What follows belongs to an exercise in optimizing a design on an open flow for small area and a short achievable clock period; a production flow would make more cautious choices.
In this exercise RTL edits were held to simulation tests only and were not proved equivalent to the original.

**flow/flow/run.sh**
```bash
#!/bin/bash
set -euo pipefail
bash standard.sh ADDER_MAP_FILE= SETUP_SLACK_MARGIN=9.6 \
  "BUFFER_PORTS_ARGS=-buffer_cell sky130_fd_sc_hd__buf_1" finish > standard.log 2>&1
```
**flow/standard.sh**
```bash
#!/bin/bash
# synth_recipe.tcl (not shown) runs the flow's synth.tcl, then flattens the netlist and writes it again
# the make line also repeats each setting of config.mk as NAME=value (left out here)
make -C /OpenROAD-flow-scripts/flow DESIGN_CONFIG=/design/flow/config.mk WORK_HOME=/design/flow/orfs CLKGATE_MAP_FILE= SYNTH_SCRIPT=/design/flow/synth_recipe.tcl "${@:-finish}"
```
**flow/config.mk**
```make
export PLATFORM = sky130hd
export DESIGN_NAME = g_poker_core
export DESIGN_NICKNAME = g_poker_core
export VERILOG_FILES = /design/flow/design.v
export SDC_FILE = /design/flow/constraint.sdc
export NUM_CORES = 8
export LEC_CHECK = 0
export ABC_AREA = 1
export CAP_MARGIN = 20
export CORE_MARGIN = 2
export CORE_UTILIZATION = 50
export SLEW_MARGIN = 20
```
**flow/constraint.sdc**
```tcl
create_clock -name core_clock -period 14.0 [get_ports {clock}]
set_input_delay 2.8000 -clock core_clock [delete_from_list [all_inputs] [get_ports {clock}]]
set_output_delay 2.8000 -clock core_clock [all_outputs]
set_load 0.01 [all_outputs]
```
**flow/design.v**
```verilog
module g_poker_core (
	clock,
	reset_c,
	bet_c,
	betup_c,
	betdw_c,
	start_c,
	hold_c0,
	hold_c1,
	hold_c2,
	hold_c3,
	hold_c4,
	draw_c,
	double_c,
	high_c,
	low_c,
	suit_c,
	hand_c,
	select,
	hold_o0,
	hold_o1,
	hold_o2,
	hold_o3,
	hold_o4,
	Pnum0,
	Pnum1,
	Pnum2,
	Pnum3,
	Pnum4,
	suit0,
	suit1,
	suit2,
	suit3,
	suit4,
	nnum0,
	nnum1,
	nnum2,
	nnum3,
	nnum4,
	nsuit0,
	nsuit1,
	nsuit2,
	nsuit3,
	nsuit4,
	hand_r,
	Dnum0,
	Dnum1,
	highlow,
	highlow_ro,
	wager_b,
	mih_b
);
input wire clock;
input wire reset_c;
input wire bet_c;
input wire betup_c;
input wire betdw_c;
input wire start_c;
input wire hold_c0;
input wire hold_c1;
input wire hold_c2;
input wire hold_c3;
input wire hold_c4;
input wire draw_c;
input wire double_c;
input wire high_c;
input wire low_c;
input wire suit_c;
input wire hand_c;
output wire [3:0] select;
output wire  hold_o0;
output wire  hold_o1;
output wire  hold_o2;
output wire  hold_o3;
output wire  hold_o4;
output wire [3:0] Pnum0;
output wire [3:0] Pnum1;
output wire [3:0] Pnum2;
output wire [3:0] Pnum3;
output wire [3:0] Pnum4;
output wire [2:0] suit0;
output wire [2:0] suit1;
output wire [2:0] suit2;
output wire [2:0] suit3;
output wire [2:0] suit4;
output wire [3:0] nnum0;
output wire [3:0] nnum1;
output wire [3:0] nnum2;
output wire [3:0] nnum3;
output wire [3:0] nnum4;
output wire [2:0] nsuit0;
output wire [2:0] nsuit1;
output wire [2:0] nsuit2;
output wire [2:0] nsuit3;
output wire [2:0] nsuit4;
output wire [3:0] hand_r;
output wire [3:0] Dnum0;
output wire [3:0] Dnum1;
output wire [1:0] highlow;
output wire [1:0] highlow_ro;
output wire [15:0] wager_b;
output wire [15:0] mih_b;
localparam [2:0] S0 = 3'b000, S1 = 3'b100, S2 = 3'b001,
                 S3 = 3'b101, S4 = 3'b010, S5 = 3'b011;
reg [2:0] cur, cur_n;
reg [3:0] sel_r, sel_n;
reg [4:0] hold_r, hold_n;
reg [1:0] hl_r, hl_n;
reg [1:0] updown, updown_n;
wire [1:0] game_s = cur[1:0];
wire bet_s  = (cur == S1);
wire draw_s = (cur == S3);
reg dchance1;
reg dchance2;
always @* begin
	cur_n = cur;
	sel_n = sel_r;
	hold_n = hold_r;
	hl_n = hl_r;
	updown_n = 2'b00;
	case (cur)
		S0: begin
			if (~bet_c) begin cur_n = S1; sel_n = 4'b0001; end
			else sel_n = 4'b0000;
		end
		S1: begin
			sel_n = 4'b0001;
			if (~betup_c) updown_n = 2'b01;
			else if (~betdw_c) updown_n = 2'b10;
			else if (~start_c) begin cur_n = S2; sel_n = 4'b0010; end
		end
		S2: begin
			sel_n = 4'b0010;
			if (~hold_c0) hold_n[0] = ~hold_r[0];
			else if (~hold_c1) hold_n[1] = ~hold_r[1];
			else if (~hold_c2) hold_n[2] = ~hold_r[2];
			else if (~hold_c3) hold_n[3] = ~hold_r[3];
			else if (~hold_c4) hold_n[4] = ~hold_r[4];
			else if (~suit_c) sel_n = 4'b0011;
			else if (~draw_c) begin cur_n = S3; sel_n = 4'b0100; end
		end
		S3: begin
			if (dchance1 & ~double_c) begin cur_n = S4; sel_n = 4'b0101; end
			else if (~suit_c) sel_n = 4'b1011;
			else if (~hand_c) sel_n = 4'b0110;
			else if (~bet_c) begin cur_n = S1; hold_n = 5'b0; sel_n = 4'b0001; end
			else sel_n = 4'b0100;
		end
		S4: begin
			if (~high_c) begin cur_n = S5; hl_n = 2'b01; sel_n = 4'b1101; end
			else if (~low_c) begin cur_n = S5; hl_n = 2'b10; sel_n = 4'b1101; end
			else begin hl_n = 2'b00; sel_n = 4'b0101; end
		end
		S5: begin
			if (~double_c & dchance2) begin cur_n = S4; hl_n = 2'b00; sel_n = 4'b0101; end
			else if (~double_c | ~bet_c) begin cur_n = S1; hold_n = 5'b0; hl_n = 2'b00; sel_n = 4'b0001; end
			else if (~hand_c) sel_n = 4'b0111;
			else begin hl_n = 2'b00; sel_n = 4'b1101; end
		end
		default: ;
	endcase
end
always @(posedge clock or negedge reset_c) begin
	if (~reset_c) begin
		cur <= S0;
		sel_r <= 4'b0;
		hold_r <= 5'b0;
		hl_r <= 2'b0;
	end
	else begin
		cur <= cur_n;
		sel_r <= sel_n;
		hold_r <= hold_n;
		hl_r <= hl_n;
	end
end
always @(posedge clock)
	updown <= updown_n;
assign select = sel_r;
assign {hold_o4, hold_o3, hold_o2, hold_o1, hold_o0} = hold_r;
assign highlow = hl_r;
reg [15:0] wager_o;
reg [15:0] mih_d;
reg [15:0] money_r;
reg [15:0] wager1;
function [16:0] add16;
	input [15:0] x;
	input [15:0] y;
	input ci;
	reg [15:0] g, p, gg, pp, g2, p2;
	reg [16:0] c;
	integer ai, al, aj;
	begin
		g = x & y;
		p = x ^ y;
		gg = g;
		pp = p;
		for (al = 0; al < 4; al = al + 1) begin
			g2 = gg;
			p2 = pp;
			for (ai = 0; ai < 16; ai = ai + 1)
				if ((ai >> al) & 1) begin
					aj = ((ai >> al) << al) - 1;
					g2[ai] = gg[ai] | (pp[ai] & gg[aj]);
					p2[ai] = pp[ai] & pp[aj];
				end
			gg = g2;
			pp = p2;
		end
		c[0] = ci;
		for (ai = 0; ai < 16; ai = ai + 1)
			c[ai+1] = gg[ai] | (pp[ai] & ci);
		add16 = {c[16], p ^ c[15:0]};
	end
endfunction
function ge16;
	input [15:0] x;
	input [15:0] y;
	reg [15:0] g, e, g2, e2;
	integer ci2, cl;
	begin
		g = x & ~y;
		e = ~(x ^ y);
		for (cl = 0; cl < 4; cl = cl + 1) begin
			g2 = g;
			e2 = e;
			for (ci2 = 0; ci2 < 8; ci2 = ci2 + 1)
				if (ci2 < (8 >> cl)) begin
					g2[ci2] = g[2*ci2+1] | (e[2*ci2+1] & g[2*ci2]);
					e2[ci2] = e[2*ci2+1] & e[2*ci2];
				end
			g = g2;
			e = e2;
		end
		ge16 = g[0] | e[0];
	end
endfunction
function [15:0] add3x16;
	input [15:0] x;
	input [15:0] y;
	input [15:0] z;
	input ci;
	reg [15:0] s, c;
	begin
		s = x ^ y ^ z;
		c = (x & y) | (x & z) | (y & z);
		add3x16 = add16(s, {c[14:0], 1'b0}, ci);
	end
endfunction
reg  [15:0] wager_n, mih_d_n;
wire up = (updown == 2'b01);
wire dn = (updown == 2'b10);
wire none = ~up & ~dn;
wire        w_ge   = ge16(wager_o, money_r);
reg         ge_r;
wire        w_gt10 = (wager_o > 16'd10);
wire        m_gt10 = (money_r > 16'd10);
wire [16:0] w_pm   = add16((ge_r & dn) ? money_r : wager_o, up ? 16'd10 : 16'hfff6, 1'b0);
wire [15:0] kd     = up ? 16'hfff6 : (dn & w_gt10) ? 16'd10 : 16'd0;
wire [15:0] x_k    = add3x16(money_r, ~wager_o, kd, 1'b1);   
wire        ge_up  = ge16(w_pm[15:0], money_r);
wire        ge_mv  = ge_r & ~none;
wire        cut    = none & w_ge;
wire [15:0] wager_mv = ge_mv ? ((dn & m_gt10) ? w_pm[15:0] : money_r) :
                       (up | (dn & w_gt10)) ? w_pm[15:0] : wager_o;
wire [15:0] mih_d_mv = ge_mv ? ((dn & m_gt10) ? 16'd10 : 16'd0) : x_k;
always @* begin
	wager_n = cut ? money_r : wager_mv;
	mih_d_n = cut ? 16'd0 : mih_d_mv;
end
wire ge_n = w_ge ? ~(dn & m_gt10) : (up & ge_up);
always @(posedge clock)
	ge_r <= ge_n;
always @(posedge clock or negedge reset_c) begin
	if (~reset_c) wager_o <= 16'd10;
	else if (bet_s) wager_o <= wager_n;
end
always @(posedge clock)
	if (bet_s) mih_d <= mih_d_n;
reg  [3:0] hand_q;
reg  [7:0] ps;
reg  [2:0] dbl;
wire [15:0] w = wager_o;
wire [15:0] t1 = ({16{ps[0]}} & w) |
                 ({16{ps[1]}} & {w[14:0], 1'b0}) |
                 ({16{ps[2] | ps[3]}} & {w[13:0], 2'b0}) |
                 ({16{ps[4]}} & {w[12:0], 3'b0}) |
                 ({16{ps[5]}} & {w[11:0], 4'b0}) |
                 ({16{ps[6]}} & {w[9:0], 6'b0}) |
                 ({16{dbl[2]}} & {wager1[14:0], 1'b0}) |
                 ({16{dbl[1]}} & wager1);
wire [15:0] t2 = ({16{ps[3]}} & w) |
                 ({16{ps[4]}} & {w[14:0], 1'b0}) |
                 ({16{ps[5]}} & ~w) |
                 ({16{ps[6]}} & {w[10:0], 5'b0});
wire [15:0] t3 = {16{ps[6]}} & {w[13:0], 2'b0};
wire        cin = ps[5];
wire [15:0] ks = t1 ^ t2 ^ t3;
wire [15:0] kc = (t1 & t2) | (t1 & t3) | (t2 & t3);
wire [15:0] kc1 = {kc[14:0], cin};
wire [15:0] ms = mih_d ^ ks ^ kc1;
wire [15:0] mc = (mih_d & ks) | (mih_d & kc1) | (ks & kc1);
wire [15:0] kw = add16(ks, kc1, 1'b0);
wire [15:0] msum = add16(ms, {mc[14:0], 1'b0}, 1'b0);
wire m_en = (ps != 8'd0) | (dbl != 3'd0);
wire w1_en = (ps[6:0] != 7'd0) | dbl[2];
always @(posedge clock or negedge reset_c) begin
	if (~reset_c) begin
		money_r <= 16'd1000;
		wager1 <= 16'd0;
	end
	else begin
		if (m_en) money_r <= msum;
		if (w1_en) wager1 <= kw;
	end
end
function [7:0] dw0;
	input [3:0] n;
	case (n)
		4'd0: dw0 = 8'h00;
		4'd1: dw0 = 8'h01;
		4'd2: dw0 = 8'h02;
		4'd3: dw0 = 8'h03;
		4'd4: dw0 = 8'h04;
		4'd5: dw0 = 8'h05;
		4'd6: dw0 = 8'h06;
		4'd7: dw0 = 8'h07;
		4'd8: dw0 = 8'h08;
		4'd9: dw0 = 8'h09;
		4'd10: dw0 = 8'h10;
		4'd11: dw0 = 8'h11;
		4'd12: dw0 = 8'h12;
		4'd13: dw0 = 8'h13;
		4'd14: dw0 = 8'h14;
		4'd15: dw0 = 8'h15;
	endcase
endfunction
function [11:0] dw1;
	input [3:0] n;
	case (n)
		4'd0: dw1 = 12'h000;
		4'd1: dw1 = 12'h016;
		4'd2: dw1 = 12'h032;
		4'd3: dw1 = 12'h048;
		4'd4: dw1 = 12'h064;
		4'd5: dw1 = 12'h080;
		4'd6: dw1 = 12'h096;
		4'd7: dw1 = 12'h112;
		4'd8: dw1 = 12'h128;
		4'd9: dw1 = 12'h144;
		4'd10: dw1 = 12'h160;
		4'd11: dw1 = 12'h176;
		4'd12: dw1 = 12'h192;
		4'd13: dw1 = 12'h208;
		4'd14: dw1 = 12'h224;
		4'd15: dw1 = 12'h240;
	endcase
endfunction
function [15:0] dw2;
	input [3:0] n;
	case (n)
		4'd0: dw2 = 16'h0000;
		4'd1: dw2 = 16'h0256;
		4'd2: dw2 = 16'h0512;
		4'd3: dw2 = 16'h0768;
		4'd4: dw2 = 16'h1024;
		4'd5: dw2 = 16'h1280;
		4'd6: dw2 = 16'h1536;
		4'd7: dw2 = 16'h1792;
		4'd8: dw2 = 16'h2048;
		4'd9: dw2 = 16'h2304;
		4'd10: dw2 = 16'h2560;
		4'd11: dw2 = 16'h2816;
		4'd12: dw2 = 16'h3072;
		4'd13: dw2 = 16'h3328;
		4'd14: dw2 = 16'h3584;
		4'd15: dw2 = 16'h3840;
	endcase
endfunction
function [19:0] dw3;
	input [3:0] n;
	case (n)
		4'd0: dw3 = 20'h00000;
		4'd1: dw3 = 20'h04096;
		4'd2: dw3 = 20'h08192;
		4'd3: dw3 = 20'h12288;
		4'd4: dw3 = 20'h16384;
		4'd5: dw3 = 20'h20480;
		4'd6: dw3 = 20'h24576;
		4'd7: dw3 = 20'h28672;
		4'd8: dw3 = 20'h32768;
		4'd9: dw3 = 20'h36864;
		4'd10: dw3 = 20'h40960;
		4'd11: dw3 = 20'h45056;
		4'd12: dw3 = 20'h49152;
		4'd13: dw3 = 20'h53248;
		4'd14: dw3 = 20'h57344;
		4'd15: dw3 = 20'h61440;
	endcase
endfunction
function [3:0] th3;
	input [3:0] n;
	case (n)
		4'd0: th3 = 4'd0;
		4'd1: th3 = 4'd4;
		4'd2: th3 = 4'd8;
		4'd3: th3 = 4'd12;
		4'd4: th3 = 4'd0;
		4'd5: th3 = 4'd4;
		4'd6: th3 = 4'd8;
		4'd7: th3 = 4'd12;
		4'd8: th3 = 4'd0;
		4'd9: th3 = 4'd4;
		4'd10: th3 = 4'd8;
		4'd11: th3 = 4'd13;
		4'd12: th3 = 4'd1;
		4'd13: th3 = 4'd5;
		4'd14: th3 = 4'd9;
		4'd15: th3 = 4'd13;
	endcase
endfunction
function [5:0] dsplit;
	input [5:0] s;
	case (s)
		6'd0: dsplit = {2'd0, 4'd0};
		6'd1: dsplit = {2'd0, 4'd1};
		6'd2: dsplit = {2'd0, 4'd2};
		6'd3: dsplit = {2'd0, 4'd3};
		6'd4: dsplit = {2'd0, 4'd4};
		6'd5: dsplit = {2'd0, 4'd5};
		6'd6: dsplit = {2'd0, 4'd6};
		6'd7: dsplit = {2'd0, 4'd7};
		6'd8: dsplit = {2'd0, 4'd8};
		6'd9: dsplit = {2'd0, 4'd9};
		6'd10: dsplit = {2'd1, 4'd0};
		6'd11: dsplit = {2'd1, 4'd1};
		6'd12: dsplit = {2'd1, 4'd2};
		6'd13: dsplit = {2'd1, 4'd3};
		6'd14: dsplit = {2'd1, 4'd4};
		6'd15: dsplit = {2'd1, 4'd5};
		6'd16: dsplit = {2'd1, 4'd6};
		6'd17: dsplit = {2'd1, 4'd7};
		6'd18: dsplit = {2'd1, 4'd8};
		6'd19: dsplit = {2'd1, 4'd9};
		6'd20: dsplit = {2'd2, 4'd0};
		6'd21: dsplit = {2'd2, 4'd1};
		6'd22: dsplit = {2'd2, 4'd2};
		6'd23: dsplit = {2'd2, 4'd3};
		6'd24: dsplit = {2'd2, 4'd4};
		6'd25: dsplit = {2'd2, 4'd5};
		6'd26: dsplit = {2'd2, 4'd6};
		6'd27: dsplit = {2'd2, 4'd7};
		6'd28: dsplit = {2'd2, 4'd8};
		6'd29: dsplit = {2'd2, 4'd9};
		6'd30: dsplit = {2'd3, 4'd0};
		6'd31: dsplit = {2'd3, 4'd1};
		6'd32: dsplit = {2'd3, 4'd2};
		6'd33: dsplit = {2'd3, 4'd3};
		6'd34: dsplit = {2'd3, 4'd4};
		6'd35: dsplit = {2'd3, 4'd5};
		6'd36: dsplit = {2'd3, 4'd6};
		6'd37: dsplit = {2'd3, 4'd7};
		6'd38: dsplit = {2'd3, 4'd8};
		6'd39: dsplit = {2'd3, 4'd9};
		6'd40: dsplit = {2'd3, 4'd0};
		6'd41: dsplit = {2'd3, 4'd0};
		6'd42: dsplit = {2'd3, 4'd0};
		6'd43: dsplit = {2'd3, 4'd0};
		6'd44: dsplit = {2'd3, 4'd0};
		6'd45: dsplit = {2'd3, 4'd0};
		6'd46: dsplit = {2'd3, 4'd0};
		6'd47: dsplit = {2'd3, 4'd0};
		6'd48: dsplit = {2'd3, 4'd0};
		6'd49: dsplit = {2'd3, 4'd0};
		6'd50: dsplit = {2'd3, 4'd0};
		6'd51: dsplit = {2'd3, 4'd0};
		6'd52: dsplit = {2'd3, 4'd0};
		6'd53: dsplit = {2'd3, 4'd0};
		6'd54: dsplit = {2'd3, 4'd0};
		6'd55: dsplit = {2'd3, 4'd0};
		6'd56: dsplit = {2'd3, 4'd0};
		6'd57: dsplit = {2'd3, 4'd0};
		6'd58: dsplit = {2'd3, 4'd0};
		6'd59: dsplit = {2'd3, 4'd0};
		6'd60: dsplit = {2'd3, 4'd0};
		6'd61: dsplit = {2'd3, 4'd0};
		6'd62: dsplit = {2'd3, 4'd0};
		6'd63: dsplit = {2'd3, 4'd0};
	endcase
endfunction
function [15:0] disp;
	input [15:0] v;
	reg [19:0] t3;
	reg [15:0] t2;
	reg [11:0] t1;
	reg [7:0] t0;
	reg [5:0] s0, s1, s2;
	reg [5:0] p0, p1, p2;
	reg [3:0] a1, a2, x;
	reg c2, c3;
	reg [3:0] d1, d2;
	begin
		t0 = dw0(v[3:0]);
		t1 = dw1(v[7:4]);
		t2 = dw2(v[11:8]);
		t3 = dw3(v[15:12]);
		s0 = t0[3:0] + t1[3:0] + t2[3:0] + t3[3:0];
		s1 = t0[7:4] + t1[7:4] + t2[7:4] + t3[7:4];
		s2 = t1[11:8] + t2[11:8] + t3[11:8];
		p0 = dsplit(s0);
		p1 = dsplit(s1);
		p2 = dsplit(s2);
		a1 = p1[3:0] + p0[5:4];
		a2 = p2[3:0] + p1[5:4];
		c2 = (a1 >= 4'd10);
		c3 = (a2 >= 4'd10) | ((a2 == 4'd9) & c2);
		d1 = (a1 >= 4'd10) ? a1 - 4'd10 : a1;
		d2 = (a2 + c2 >= 4'd10) ? a2 + c2 - 4'd10 : a2 + c2;
		x = th3(v[15:12]) + t2[15:12] + p2[5:4];
		disp = {x + c3, d2, d1, p0[3:0]};
	end
endfunction
function [15:0] inc10;
	input [15:0] d;
	reg c1, c2;
	begin
		c1 = (d[7:4] == 4'd9);
		c2 = c1 & (d[11:8] == 4'd9);
		inc10[3:0] = d[3:0];
		inc10[7:4] = c1 ? 4'd0 : d[7:4] + 4'd1;
		inc10[11:8] = c2 ? 4'd0 : (c1 ? d[11:8] + 4'd1 : d[11:8]);
		inc10[15:12] = d[15:12] + {3'd0, c2};
	end
endfunction
function [15:0] dec10;
	input [15:0] d;
	reg b1, b2;
	begin
		b1 = (d[7:4] == 4'd0);
		b2 = b1 & (d[11:8] == 4'd0);
		dec10[3:0] = d[3:0];
		dec10[7:4] = b1 ? 4'd9 : d[7:4] - 4'd1;
		dec10[11:8] = b2 ? 4'd9 : (b1 ? d[11:8] - 4'd1 : d[11:8]);
		dec10[15:12] = d[15:12] - {3'd0, b2};
	end
endfunction
reg [15:0] wd_r, hd_r, wd_n;
wire [15:0] money_d = disp(money_r);
wire [15:0] wd_ge = (dn & m_gt10) ? dec10(hd_r) : hd_r;
wire [15:0] wd_lt = up ? (w_pm[16] ? {12'd0, w_pm[3:0]} : inc10(wd_r)) :
                    (dn & w_gt10) ? dec10(wd_r) : wd_r;
wire [15:0] wd_mv = ge_mv ? wd_ge : wd_lt;
always @* wd_n = cut ? money_d : wd_mv;
always @(posedge clock or negedge reset_c) begin
	if (~reset_c) begin
		wd_r <= 16'h0010;
		hd_r <= 16'h1000;
	end
	else if (bet_s) begin
		wd_r <= wd_n;
		hd_r <= money_d;
	end
end
assign wager_b = wd_r;
assign mih_b = hd_r;
localparam [255:0] DIV2 = 256'h2aaaaaaaaaaaaaaaaaaaaaaaaaaaaaaaaaaaaaaaaaaaaaaaaaaaaaaaaaaaaaaa;
localparam [255:0] DIV3 = 256'h4924924924924924924924924924924924924924924924924924924924924924;
localparam [255:0] DIV5 = 256'h4210842108421084210842108421084210842108421084210842108421084210;
localparam [255:0] DIV7 = 256'h0810204081020408102040810204081020408102040810204081020408102040;
localparam [255:0] DIV11 = 256'h1002004008010020040080100200400801002004008010020040080100200400;
localparam [255:0] DIV13 = 256'h0040020010008004002001000800400200100080040020010008004002001000;
localparam [255:0] DIV17 = 256'h4000200010000800040002000100008000400020001000080004000200010000;
localparam [255:0] DIV19 = 256'h0040000800010000200004000080001000020000400008000100002000040000;
localparam [255:0] DIV23 = 256'h1000002000004000008000010000020000040000080000100000200000400000;
reg [7:0] count;
reg [39:0] rn;           
reg [19:0] rs;           
reg [19:0] Pn;           
reg [14:0] Ps;           
reg [3:0] Dn0, Dn1;
reg [1:0] d_count;
wire [9:0] adv = {DIV23[count], DIV19[count], DIV17[count], DIV13[count], DIV11[count],
                  DIV7[count], DIV5[count], DIV3[count], DIV2[count], 1'b1};
wire ld_d0 = (game_s == 2'b10) & (d_count == 2'd0) & dchance1;
wire ld_d1 = (game_s == 2'b10) & (d_count == 2'd1) & dchance2;
wire ld_d2 = (game_s == 2'b10) & (d_count == 2'd2) & dchance2;
wire tick  = (game_s != 2'b01) & ~ld_d0 & ~ld_d1 & ~ld_d2;
function [2:0] suitv;
	input [1:0] s;
	suitv = {1'b0, s} + 3'd1;
endfunction
function [3:0] inc13;
	input [3:0] n;
	inc13 = (n == 4'd13) ? 4'd1 : n + 4'd1;
endfunction
reg [39:0] rn_n;
reg [19:0] rs_n;
reg [19:0] Pn_n;
reg [14:0] Ps_n;
integer i;
always @* begin
	rn_n = rn;
	rs_n = rs;
	for (i = 0; i < 10; i = i + 1)
		if (adv[i]) begin
			rn_n[4*i +: 4] = inc13(rn[4*i +: 4]);
			rs_n[2*i +: 2] = rs[2*i +: 2] + 2'd1;
		end
	for (i = 0; i < 5; i = i + 1) begin
		Pn_n[4*i +: 4] = rn[4*i +: 4];
		Ps_n[3*i +: 3] = suitv(rs[2*i +: 2]);
	end
end
always @(posedge clock or negedge reset_c) begin
	if (~reset_c) begin
		count <= 8'd0;
		rn <= {10{4'd1}};
		rs <= 20'd0;
		Pn <= 20'd0;
		Ps <= 15'd0;
		Dn0 <= 4'd0;
		Dn1 <= 4'd0;
	end
	else begin
		if (game_s == 2'b01) begin
			Pn <= Pn_n;
			Ps <= Ps_n;
		end
		if (ld_d0) begin Dn0 <= rn[3:0]; Dn1 <= rn[7:4]; end
		if (ld_d1) begin Dn0 <= rn[11:8]; Dn1 <= rn[15:12]; end
		if (ld_d2) begin Dn0 <= rn[19:16]; Dn1 <= rn[23:20]; end
		if (tick) begin
			count <= (count == 8'd255) ? 8'd1 : count + 8'd1;
			rn <= rn_n;
			rs <= rs_n;
		end
	end
end
assign {Pnum4, Pnum3, Pnum2, Pnum1, Pnum0} = Pn;
assign {suit4, suit3, suit2, suit1, suit0} = Ps;
assign Dnum0 = Dn0;
assign Dnum1 = Dn1;
reg [19:0] nn;
reg [14:0] ns;
reg [19:0] nn_n;
reg [14:0] ns_n;
reg pjudge;
always @* begin
	for (i = 0; i < 5; i = i + 1) begin
		nn_n[4*i +: 4] = hold_r[i] ? Pn[4*i +: 4] : rn[4*(i+5) +: 4];
		ns_n[3*i +: 3] = hold_r[i] ? Ps[3*i +: 3] : suitv(rs[2*(i+5) +: 2]);
	end
end
always @(posedge clock or negedge reset_c) begin
	if (~reset_c) begin
		nn <= 20'd0;
		ns <= 15'd0;
		pjudge <= 1'b0;
	end
	else begin
		pjudge <= draw_s;
		if (draw_s) begin
			nn <= nn_n;
			ns <= ns_n;
		end
	end
end
assign {nnum4, nnum3, nnum2, nnum1, nnum0} = nn;
assign {nsuit4, nsuit3, nsuit2, nsuit1, nsuit0} = ns;
function lt4;
	input [3:0] x;
	input [3:0] y;
	lt4 = (~x[3] & y[3]) |
	      (~(x[3] ^ y[3]) & ((~x[2] & y[2]) |
	       (~(x[2] ^ y[2]) & ((~x[1] & y[1]) |
	        (~(x[1] ^ y[1]) & ~x[0] & y[0])))));
endfunction
function [4:0] place;
	input [3:0] x;
	case (x)
		4'b0000: place = 5'b00001;
		4'b0001, 4'b0010, 4'b0100, 4'b1000: place = 5'b00010;
		4'b0011, 4'b0101, 4'b0110, 4'b1001, 4'b1010, 4'b1100: place = 5'b00100;
		4'b0111, 4'b1011, 4'b1101, 4'b1110: place = 5'b01000;
		default: place = 5'b10000;
	endcase
endfunction
wire [3:0] c0 = nn_n[3:0], c1 = nn_n[7:4], c2 = nn_n[11:8], c3 = nn_n[15:12], c4 = nn_n[19:16];
wire b10 = ~lt4(c1, c0), b20 = ~lt4(c2, c0), b30 = ~lt4(c3, c0), b40 = ~lt4(c4, c0);
wire b21 = ~lt4(c2, c1), b31 = ~lt4(c3, c1), b41 = ~lt4(c4, c1);
wire b32 = ~lt4(c3, c2), b42 = ~lt4(c4, c2);
wire b43 = ~lt4(c4, c3);
wire [4:0] r0 = place({~b40, ~b30, ~b20, ~b10});
wire [4:0] r1 = place({~b41, ~b31, ~b21, b10});
wire [4:0] r2 = place({~b42, ~b32, b21, b20});
wire [4:0] r3 = place({~b43, b32, b31, b30});
wire [4:0] r4 = place({b43, b42, b41, b40});
reg [19:0] srt_n;
reg [19:0] srt;
integer k;
always @* begin
	for (k = 0; k < 5; k = k + 1)
		srt_n[4*k +: 4] = ({4{r0[k]}} & c0) | ({4{r1[k]}} & c1) | ({4{r2[k]}} & c2) |
		                  ({4{r3[k]}} & c3) | ({4{r4[k]}} & c4);
end
always @(posedge clock)
	srt <= srt_n;
wire [3:0] a0 = srt[3:0], a1 = srt[7:4], a2 = srt[11:8], a3 = srt[15:12], a4 = srt[19:16];
wire e01 = (a0 == a1);
wire e12 = (a1 == a2);
wire e23 = (a2 == a3);
wire e34 = (a3 == a4);
wire flush = (ns[2:0] == ns[5:3]) & (ns[2:0] == ns[8:6]) & (ns[2:0] == ns[11:9]) &
             (ns[2:0] == ns[14:12]);
wire [3:0] d20 = a2 - a0;
wire [3:0] d42 = a4 - a2;
wire [3:0] d40 = a4 - a0;
wire [3:0] d31 = a3 - a1;
wire straight = ((d20 == 4'd2) | (d42 == 4'd2)) & ((d40 == 4'd4) | (d40 == 4'd12)) &
                ((d31 == 4'd2) | (d31 == 4'd10));
wire royal = ((a0 == 4'd1) & (a1 == 4'd10)) | ((a0 == 4'd7) & (a1 == 4'd9));
reg [3:0] hand_n;
always @* begin
	if (flush) begin
		if ((e01 & e12 & e23) | (e12 & e23 & e34)) hand_n = 4'b0111;
		else if (straight) hand_n = royal ? 4'b1010 : 4'b1000;
		else hand_n = 4'b0101;
	end
	else begin
		case ({e01, e12, e23, e34})
			4'b0000: hand_n = straight ? 4'b0100 : 4'b0000;
			4'b0001, 4'b0010, 4'b0100, 4'b1000: hand_n = 4'b0001;
			4'b0101, 4'b1001, 4'b1010: hand_n = 4'b0010;
			4'b0011, 4'b0110, 4'b1100: hand_n = 4'b0011;
			4'b1011, 4'b1101: hand_n = 4'b0110;
			default: hand_n = 4'b0111;
		endcase
	end
end
function [7:0] factor;
	input [3:0] h;
	case (h)
		4'b0000, 4'b0001: factor = 8'b10000000;
		4'b0010, 4'b0011: factor = 8'b00000001;
		4'b0100: factor = 8'b00000010;
		4'b0101: factor = 8'b00000100;
		4'b0110: factor = 8'b00001000;
		4'b0111: factor = 8'b00010000;
		4'b1000: factor = 8'b00100000;
		4'b1010: factor = 8'b01000000;
		default: factor = 8'b00000000;
	endcase
endfunction
always @(posedge clock or negedge reset_c) begin
	if (~reset_c) begin
		hand_q <= 4'b1111;
		ps <= 8'd0;
		dchance1 <= 1'b0;
	end
	else if (pjudge) begin
		hand_q <= hand_n;
		ps <= (cur_n[1:0] == 2'b01) ? factor(hand_n) : 8'd0;
		dchance1 <= (hand_n[3:1] != 3'b000);
	end
	else begin
		hand_q <= 4'b1111;
		ps <= 8'd0;
	end
end
assign hand_r = hand_q;
reg [1:0] hl_ro;
wire hl_act  = (hl_r == 2'b01) | (hl_r == 2'b10);
wire hl_lose = (hl_r == 2'b01) ? (Dn0 > Dn1) : (Dn0 < Dn1);
wire hl_eq   = (Dn0 == Dn1);
wire [1:0] dc_inc = d_count + 2'd1;
always @(posedge clock or negedge reset_c) begin
	if (~reset_c) begin
		hl_ro <= 2'b00;
		dchance2 <= 1'b0;
		d_count <= 2'b00;
	end
	else if (~bet_c) begin
		hl_ro <= 2'b00;
		dchance2 <= 1'b0;
		d_count <= 2'b00;
	end
	else begin
		if (hl_act) begin
			if (hl_lose) begin
				hl_ro <= 2'b11;
				dchance2 <= 1'b0;
				d_count <= 2'b00;
			end
			else begin
				hl_ro <= hl_eq ? 2'b10 : 2'b01;
				dchance2 <= (dc_inc != 2'b11);
				d_count <= (dc_inc == 2'b11) ? 2'b00 : dc_inc;
			end
		end
		else if (d_count == 2'b11) begin
			d_count <= 2'b00;
			dchance2 <= 1'b0;
		end
	end
end
wire [1:0] hlr_n = (bet_c & hl_act) ? (hl_lose ? 2'b11 : hl_eq ? 2'b10 : 2'b01) : 2'b00;
always @(posedge clock or negedge reset_c) begin
	if (~reset_c) dbl <= 3'd0;
	else if (cur_n == S5) dbl <= {hlr_n == 2'b01, hlr_n == 2'b10, hlr_n == 2'b11};
	else dbl <= 3'd0;
end
assign highlow_ro = hl_ro;
endmodule
```
==> run_results.csv <==
group,metric,value,unit
grt,largest_net_degree_at_the_start_of_global_routing,63,
sta,fin_ws,9.817,ns
clock_network,worst_skew_pair_later_pin_latency,0.57,ns
sta,max_freq,0.2391,GHz
setup_path,cp-end-kind,"output pin",
drt,first_pass_iters,9,
yosys,ys.flop_type,"sky130_fd_sc_hd__dfrtp_1",
outcome,run_status,"no timing/DRC/antenna violations",
clock_network,ctsRootBufferMaster,"sky130_fd_sc_hd__clkbuf_16",
cells_and_area,share_of_layout_cells_above_drive_strength_1,7.451,%
place,detailedPlace.worstSlack,8.286,ns
yosys,mappedNetlistArea,23910,sq um
drt,drt_iter0_drc,2623,
sta,timing.clock.skew,0.02116,ns
sta,timing.final.max_slew_violations,0,
sta,period_share,29.88,%
yosys,synthTopCellsByCount,"1010 x sky130_fd_sc_hd__nand2_1, 469 x sky130_fd_sc_hd__inv_1, 375 x sky130_fd_sc_hd__nor2_1",
yosys,postSynthRegisterBits,301,
clock_network,cts-htree-levels,2,
setup_path,critical_path_cell_with_the_highest_stage_delay,"sky130_fd_sc_hd__dfrtp_1",
grt,grt_overflow_total,0,
yosys,synth.yosys.warnings,1,
grt,grtUsageTotal,33.22,%
yosys,synthCells,3730,
place,dpl_cell_area,24930,sq um
yosys,synth.yosys.seq_area_share,31.49,%
clock_network,cts_max_path_buffers,3,
drt,detailroute.via_count,26230,
setup_path,timing.critical_path.max_delay_family,"flip-flops",
sta,setup-tns-final,0,ns
floorplanning,number_of_placement_rows,80,
grt,grt_antenna_before_repair,0,
yosys,synth-edff-count,16,
cells_and_area,finish.cell_count_without_fillers,4480,
setup_path,timing.critical_path.buf_inv,1,
clock_network,cts.reportedPaths.clkPinSlew,0.06,ns
floorplanning,die_height,222.7,um
setup_path,crit_arrival,1.38,ns
setup_path,critical_path_required,11.20,ns
cells_and_area,num-nets-final,3853,
floorplanning,floorplan.die_area,49580,sq um
sta,hold_violations,0,
floorplanning,placeableCoreArea,47450,sq um
clock_network,tritoncts,"built",
setup_path,max_stage_delay,0.61,ns
clock_network,clock-sinks,301,
sta,rsz0062_at_grt,"yes",
sta,finalCriticalPeriod,4.183,ns
cells_and_area,layout-area-overhead-vs-synth,10.52,%
cells_and_area,final_area,26420,sq um
floorplanning,floorplan.die.width,222.7,um
yosys,post_synth_top_area_cell,"sky130_fd_sc_hd__dfrtp_1",
place,quantity_of_i_o_buffers_inserted_on_ports,143,
place,place_congestion,0.9829,
clock_network,hold_buffers,0,
setup_path,start_kind,"register",
floorplanning,start_util,50.39,%
drt,route.antenna.remaining_nets,0,
place,place.detailed.instances,4406,
setup_path,timing.setup.critical_path_class,"reg2out",
sta,final_setup_fails,0,
floorplanning,top_level_ports,144,
cells_and_area,num_antenna_cells,0,
yosys,postSynthNetCount,3747,
drt,drc_errors,0,
sta,worst_slew_margin,33.72,%
drt,detail_route.wl_per_cell,18.80,um
yosys,synthesis.area_per_instance,6.409,sq um
grt,grt_first_pass_wirelength,131500,um
run,cap_violations,0,
grt,grt_pass1_vias,24470,
yosys,post_synth_num_cell_types,74,
yosys,most_repeated_cell_in_the_gate_level_netlist_after_synthesis,"sky130_fd_sc_hd__nand2_1",
yosys,synth.area.top_cells,"sky130_fd_sc_hd__dfrtp_1 25%, sky130_fd_sc_hd__nand2_1 16%, sky130_fd_sc_hd__inv_1 7.4%, sky130_fd_sc_hd__o21ai_0 7.2%, sky130_fd_sc_hd__nor2_1 5.9%",
yosys,synth.top_cell.area_share,24.91,%
setup_path,critical_path_peak_fanout,8,
min_path,hold_path_class,"reg2reg",
drt,wirelength,84240,um
cells_and_area,fin_util,55.69,%
clock_network,numCtsBuffers,38,
setup_path,critical_path.cell_chain,"buf_1",
drt,vias_per_cell,5.854,
sta,max_slew.worst_pin.slew,0.9931,ns
place,place_hpwl,64230,um
yosys,synthArstFlopShare,87.04,%
==> state kept, by name, indices dropped and copies added, names as in the netlist, 16 cells and up <==
register / cells
wd_r: 16
srt: 20
wager1: 16
rs: 20
hd_r: 16
Pn: 20
mih_d: 16
wager_o: 16
money_r: 16
nn: 20
rn: 40
==> area by class of cell <==
class	instances	area [sq um]
clock buffers	53	1090
clock inverters	16	257.7
fillers	4679	21030
inverters	516	1949
multi-input cells	2806	14030
flip-flops and latches	301	7535
well taps	615	769.5
repair buffers	172	780.7
repair inverters	1	5.005
==> stage by stage <==
step                      hold slack (ns)
after floorplan                    0.4544
after global placement             0.4675
after detailed placement           0.4738
after CTS                          0.4906
after global routing               0.5126
final                              0.4855
==> worst register-to-register path, stage by stage (launching register included) <==
cell                       delay, ns
sky130_fd_sc_hd__dfxtp_1        0.38
sky130_fd_sc_hd__inv_1          0.07
sky130_fd_sc_hd__nor2_2         0.07
sky130_fd_sc_hd__buf_4          0.39
sky130_fd_sc_hd__inv_4          0.24
sky130_fd_sc_hd__buf_4          0.30
sky130_fd_sc_hd__nand2_1        0.15
sky130_fd_sc_hd__o21ai_0        0.10
sky130_fd_sc_hd__or2_2          0.31
sky130_fd_sc_hd__nand2_1        0.13
sky130_fd_sc_hd__nor2_1         0.07
sky130_fd_sc_hd__a21oi_1        0.19
sky130_fd_sc_hd__o21ai_0        0.09
sky130_fd_sc_hd__nor2_1         0.27
sky130_fd_sc_hd__inv_1          0.18
sky130_fd_sc_hd__nand2_1        0.12
sky130_fd_sc_hd__nand2_1        0.09
sky130_fd_sc_hd__a21boi_0       0.27
sky130_fd_sc_hd__o21ai_0        0.15
sky130_fd_sc_hd__xor2_1         0.16
sky130_fd_sc_hd__inv_1          0.07
sky130_fd_sc_hd__nor2_1         0.04
==> timing repair <==
action	4_1_cts	5_1_grt
setup endpoints to repair	102	113
pin swaps	0	1
endpoints found under the hold margin	0	0
resized for setup	12	22
cloned	0	1
buffers inserted	0	4
==> metal layers <==
| layer | up-vias | track usage [%] | wire length [um] |
|---|---|---|---|
| met4 | 0 | 14.81 | 3882 |
| li1 | 12510 | - | - |
| met3 | 231 | 4.232 | 5736 |
| met1 | 12350 | 41.46 | 33970 |
| met2 | 1137 | 57.43 | 40660 |
| met5 | - | 0 | 0 |
==> cell families (layout without fill, tap and decap cells) <==
logic type               after synthesis  after routing  synth area share, %
AO/OA/AOI/OAI                        854            854                21.16
multiplexers                           2              2              0.08898
adder cells (fa/ha/maj)                1              1              0.04187
flip-flops                           301            301                31.49
XOR/XNOR                             135            135                4.946
AND/OR/NAND/NOR                     1814           1814                32.14
buffers and inverters                623            758                10.13
==> final timing paths <==
check / startpoint / endpoint / slack [ns] / cells past startpoint
max in group asynchronous: reset_c / rn[36] / 9.90 / 4
worst max-delay path: hold_r[3] / hold_o3 / 9.82 / 1
worst min-delay path: nn[15] / nn[15] / 0.49 / 2
worst max register to register: updown[0] / mih_d[15] / 9.90 / 21
worst min register to register: nn[15] / nn[15] / 0.49 / 2
min in group asynchronous: reset_c / wager1[13] / 2.26 / 1
==> placed cells by master, fill, tap and decap left out, types with 43 or more instances in the layout <==
cell / synthesis / routed
sky130_fd_sc_hd__nor2_1: 375 / 371
sky130_fd_sc_hd__o21ai_0: 345 / 343
sky130_fd_sc_hd__nand3_1: 223 / 223
sky130_fd_sc_hd__buf_1: 6 / 142
sky130_fd_sc_hd__or2_2: 43 / 43
sky130_fd_sc_hd__dfrtp_1: 238 / 232
sky130_fd_sc_hd__o211ai_1: 51 / 51
sky130_fd_sc_hd__xor2_1: 95 / 94
sky130_fd_sc_hd__o22ai_1: 51 / 51
sky130_fd_sc_hd__nand2_1: 1010 / 1008
sky130_fd_sc_hd__a21oi_1: 189 / 188
sky130_fd_sc_hd__inv_1: 469 / 468

-- port drivers added, routing unchanged --
The flow's constraints put no driver on any port. The routed layout listed below was extracted and timed again, unchanged, in two steps.
Step 1 sets driving cells, clkbuf_16 on the clock port and buf_2 on the other inputs (assumed; they add their load-dependent delay and slew).
Step 2, shift: input delay + t, output delay - t, t = (earliest + latest rising clock arrival at the registers) / 2. This alone moves slack from input paths to output paths.
a / b / c = ideal ports / drivers / drivers and shift; a / b = the first two.
shift t [ns]: 0.615
slack for setup (ns): 9.817 / 9.763 / 9.311
latest minus earliest clock arrival (ns): 0.023 / 0.022
worst data-port slew with drivers (ns): 0.04
After both steps setup and hold are still met in this run. The setup slack of this run moves by -0.054 ns with the drivers and by -0.506 ns with both steps. The worst setup slack also covers recovery checks on asynchronous resets.
